This is an optimization exercise on Yosys and OpenROAD, whose aim is small area, not a production implementation. Only simulation tests tie the RTL to the original design; equivalence was not proved. No activity file was given, so power comes from the tool's default toggle rates.

== v9 ==
// vga_text_top
module vga_text_top(
    input wire clk,
    input wire rst,
    output wire [2:0] vga_rgb,
    output wire vga_hs_l,
    output wire vga_vs_l,
    output wire [17:0] addr,
    output wire oe_l,
    output wire we_l,
    input wire [15:0] data1,
    output wire ce1_l,
    output wire ub1_l,
    output wire lb1_l,
    input wire [15:0] data2,
    output wire ce2_l,
    output wire ub2_l,
    output wire lb2_l
);
    wire [8:0] vga_row;
    wire [9:0] vga_col;
    wire vga_display;
    vga_text vt(
        .clk(clk),
        .rst(rst),
        .vga_col(vga_col),
        .vga_row(vga_row),
        .vga_display(vga_display),
        .vga_rgb(vga_rgb),
        .addr(addr),
        .oe_l(oe_l),
        .we_l(we_l),
        .data1(data1),
        .ce1_l(ce1_l),
        .ub1_l(ub1_l),
        .lb1_l(lb1_l),
        .data2(data2),
        .ce2_l(ce2_l),
        .ub2_l(ub2_l),
        .lb2_l(lb2_l)
    );
    vga_driver vga_d(
        .clk(clk),
        .rst(rst),
        .vga_row(vga_row),
        .vga_col(vga_col),
        .vga_display(vga_display),
        .vga_hs_l(vga_hs_l),
        .vga_vs_l(vga_vs_l)
    );
endmodule
Size in the first run: roughly 690 cells after synthesis, ~49 flip-flops, ~65 I/O pins, roughly 4900 um2 of cells after synthesis.
==> flow/config.mk <==
export PLATFORM = sky130hd
export DESIGN_NAME = vga_text_top
export DESIGN_NICKNAME = vga_text_top
export VERILOG_FILES = /design/flow/design.v
export SDC_FILE = /design/flow/constraint.sdc
export NUM_CORES = 4
export LEC_CHECK = 0
export ABC_AREA = 1
export CAP_MARGIN = 10
export CELL_PAD_IN_SITES_DETAIL_PLACEMENT = 1
export CELL_PAD_IN_SITES_GLOBAL_PLACEMENT = 1
export CORE_MARGIN = 8
export CORE_UTILIZATION = 45
export GPL_TIMING_DRIVEN = 0
export SLEW_MARGIN = 10
==> flow/constraint.sdc <==
create_clock -name core_clock -period 20.0 [get_ports {clk}]
set_input_delay 4.0000 -clock core_clock [delete_from_list [all_inputs] [get_ports {clk}]]
set_output_delay 4.0000 -clock core_clock [all_outputs]
set_load 0.01 [all_outputs]
standard.sh (not shown) runs the stock make flow with config.mk's settings and CLKGATE_MAP_FILE= SYNTH_SCRIPT=/design/flow/synth_recipe.tcl, a recipe that flattens the netlist after the stock synthesis.
==> flow/flow/run.sh <==
#!/bin/bash
# Layout with the standard ORFS flow (standard.sh), with these changes:
#  - synthesis maps the logic with an area-oriented ABC script (flow/abc_area_only.script:
#    &nf with the delay target relaxed) in place of ORFS's abc_area.script, whose
#    delay-driven mapping and upsizing add area this design has no use for at a
#    20 ns period; ABC may not use
#    sky130_fd_sc_hd__a2111oi_0, whose pins the detailed router reaches badly;
#  - synthesis leaves the adder extraction (ADDER_MAP_FILE) and the pass-through
#    buffers (SYNTH_INSBUF) out; the registers are the standard synthesis's;
#  - the port buffers are sky130_fd_sc_hd__buf_1 cells;
#  - the constant outputs share their tie cells (no repair_tie_fanout);
#  - clock tree synthesis uses sky130_fd_sc_hd__clkbuf_8 and no dummy loads;
#  - if detailed routing ends with violations, routing is run again with
#    another router seed.
# Everything else (floorplan, power grid, tap cells, placement, CTS, routing) is
# the standard flow. Each step's full output is in the log named after it here
# (synth.log, layout.log, layout_retry*.log); ORFS's per-step logs are under orfs/logs.
set -euo pipefail
W=$(pwd)

# Standard synthesis script, with yosys's abc pass given the area-only script.
{
  cat <<'TCL'
proc abc {args} {
  set i [lsearch -exact $args -script]
  if {$i >= 0} { lset args [expr {$i + 1}] $::env(AREA_ABC_SCRIPT) }
  lappend args -dont_use sky130_fd_sc_hd__a2111oi_0
  yosys abc {*}$args
}
TCL
  cat synth_recipe.tcl
} > synth_area.tcl
export AREA_ABC_SCRIPT=$W/flow/abc_area_only.script

ARGS=(
  "SYNTH_SCRIPT=$W/synth_area.tcl"
  "ADDER_MAP_FILE="
  "SYNTH_INSBUF=0"
  "BUFFER_PORTS_ARGS=-buffer_cell sky130_fd_sc_hd__buf_1"
  "SKIP_REPAIR_TIE_FANOUT=1"
  "CTS_ARGS=-sink_clustering_enable -repair_clock_nets -dont_use_dummy_load -buf_list sky130_fd_sc_hd__clkbuf_8"
)
DRC=orfs/reports/sky130hd/vga_text_top/base/5_route_drc.rpt

bash standard.sh synth "${ARGS[@]}" > synth.log 2>&1
set +e
bash standard.sh finish "${ARGS[@]}" > layout.log 2>&1
status=$?
set -e
for seed in 17 29; do
  if [[ $status -eq 0 && -f out/final.def && ! -s $DRC ]]; then break; fi
  rm -f out/final.def
  bash standard.sh clean_route clean_finish "${ARGS[@]}" > "layout_clean_$seed.log" 2>&1
  set +e
  bash standard.sh finish "${ARGS[@]}" "OR_SEED=$seed" > "layout_retry_$seed.log" 2>&1
  status=$?
  set -e
done
exit $status
==> flow/flow/abc_area_only.script <==
strash
&get -n
&dch -f
&nf -R 1000 -F 8 -A 4 -p -C 32 -E 50
&put
topo
Input-level comparison between v2 and v9:
# v9
export LEC_CHECK = 0
export ABC_AREA = 1
export CAP_MARGIN = 10
export CELL_PAD_IN_SITES_DETAIL_PLACEMENT = 1
export CELL_PAD_IN_SITES_GLOBAL_PLACEMENT = 1
export CORE_MARGIN = 8
export CORE_UTILIZATION = 45
export GPL_TIMING_DRIVEN = 0
export SLEW_MARGIN = 10
create_clock -name core_clock -period 20.0 [get_ports {clk}]
# v2
export LEC_CHECK = 0
export ABC_AREA = 1
export CAP_MARGIN = 10
export CELL_PAD_IN_SITES_DETAIL_PLACEMENT = 1
export CELL_PAD_IN_SITES_GLOBAL_PLACEMENT = 2
export CORE_MARGIN = 5
export CORE_UTILIZATION = 40
export GPL_TIMING_DRIVEN = 0
export SLEW_MARGIN = 10
create_clock -name core_clock -period 20.0 [get_ports {clk}]
## What came out
v9 has a lower design area than v2.
First-pass GRT wire length grows slightly when moving from v9 to v2.
Changes observed in v2 relative to v9: power density normalized to cell area went down 0.70 nW/um2; fraction of area in multi-input gates saw a decrease; routability-driven placement congestion ratio down 5.5%; critical path depth rose about 15%; clock power rose by about 0.8%.
Compared with v9, in v2 worst setup slack went down 150 ps, wire length the detailed router placed on met1 saw an increase.
diff inputs: v2 => v31
# v2
export LEC_CHECK = 0
export ABC_AREA = 1
export CAP_MARGIN = 10
export CELL_PAD_IN_SITES_DETAIL_PLACEMENT = 1
export CELL_PAD_IN_SITES_GLOBAL_PLACEMENT = 2
export CORE_MARGIN = 5
export CORE_UTILIZATION = 40
export GPL_TIMING_DRIVEN = 0
export SLEW_MARGIN = 10
create_clock -name core_clock -period 20.0 [get_ports {clk}]
# v31
export LEC_CHECK = 0
export ABC_AREA = 1
export CAP_MARGIN = 20
export CELL_PAD_IN_SITES_DETAIL_PLACEMENT = 1
export CELL_PAD_IN_SITES_GLOBAL_PLACEMENT = 1
export CORE_MARGIN = 5
export CORE_UTILIZATION = 50
export GPL_TIMING_DRIVEN = 0
export SLEW_MARGIN = 20
create_clock -name core_clock -period 20.0 [get_ports {clk}]
Findings:
v2 → v31: static leakage lost about 1.2%; overall power consumption picked up an extra about 2.2%; number of well taps has decreased.
Changes in v33 relative to v31:
# v31
export LEC_CHECK = 0
export ABC_AREA = 1
export CAP_MARGIN = 20
export CELL_PAD_IN_SITES_DETAIL_PLACEMENT = 1
export CELL_PAD_IN_SITES_GLOBAL_PLACEMENT = 1
export CORE_MARGIN = 5
export CORE_UTILIZATION = 50
export GPL_TIMING_DRIVEN = 0
export SLEW_MARGIN = 20
create_clock -name core_clock -period 20.0 [get_ports {clk}]
# v33
export LEC_CHECK = 0
export ABC_AREA = 1
export CAP_MARGIN = 20
export CELL_PAD_IN_SITES_DETAIL_PLACEMENT = 1
export CELL_PAD_IN_SITES_GLOBAL_PLACEMENT = 2
export CORE_MARGIN = 2
export CORE_UTILIZATION = 40
export GPL_TIMING_DRIVEN = 0
export SLEW_MARGIN = 20
create_clock -name core_clock -period 20.0 [get_ports {clk}]
-- flow/flow/run.sh --
<<< v31, line 2
# Layout with the standard ORFS flow (standard.sh), with these changes:
#  - synthesis maps the logic with an area-oriented ABC script (flow/abc_area_only.script:
#    &nf with the delay target relaxed) in place of ORFS's abc_area.script, whose
#    delay-driven mapping and upsizing add area this design has no use for at a
#    20 ns period; ABC may not use
#    sky130_fd_sc_hd__a2111oi_0, whose pins the detailed router reaches badly;
>>> v33, line 2
# Layout with the standard ORFS flow (standard.sh), with these changes:
#  - synthesis maps the logic with an area-only ABC script (flow/abc_area_only.script)
#    in place of ORFS's abc_area.script, whose delay-driven mapping and upsizing
#    add area this design has no use for at a 20 ns period; ABC may not use
#    sky130_fd_sc_hd__a2111oi_0, whose pins the detailed router reaches badly;
==> flow/flow/abc_area_only.script <==
strash
dch -f
amap -F 3 -A 10 -C 2000
topo
Results
- Number of multi-input combinational cells of v33 falls short of that of v31 by a few percent.
- Re global routing usage on met3: v33 is 6.7 points down on v31.
- Diff v31 -> v33 | total buffers and inverters traversed by the critical path | increase of 3
- v33: global-route usage 7.0 points below v31

## separate check: timing with driven ports
Ports are ideal in the flow. The routed layouts listed here were re-timed in OpenROAD. Step 1 assumes that a clkbuf_16 drives the clock port and a buf_2 every other input. Step 2 also shifts input and output timing later by t, the mid clock arrival at the registers, as if the neighbouring blocks saw the same clock. Three values: ideal ports, drivers, drivers and shift; two values: the first two.
run | t, ns | setup slack, ns | worst setup path after step 2
v9 | 0.331 | 7.988 / 7.956 / 8.287 | register to output
v2 | 0.321 | 7.834 / 7.807 / 8.128 | register to output
v31 | 0.335 | 7.708 / 7.679 / 8.014 | register to output
v33 | 0.338 | 6.298 / 6.267 / 6.605 | register to output
After both steps setup and hold are still met in every run listed.
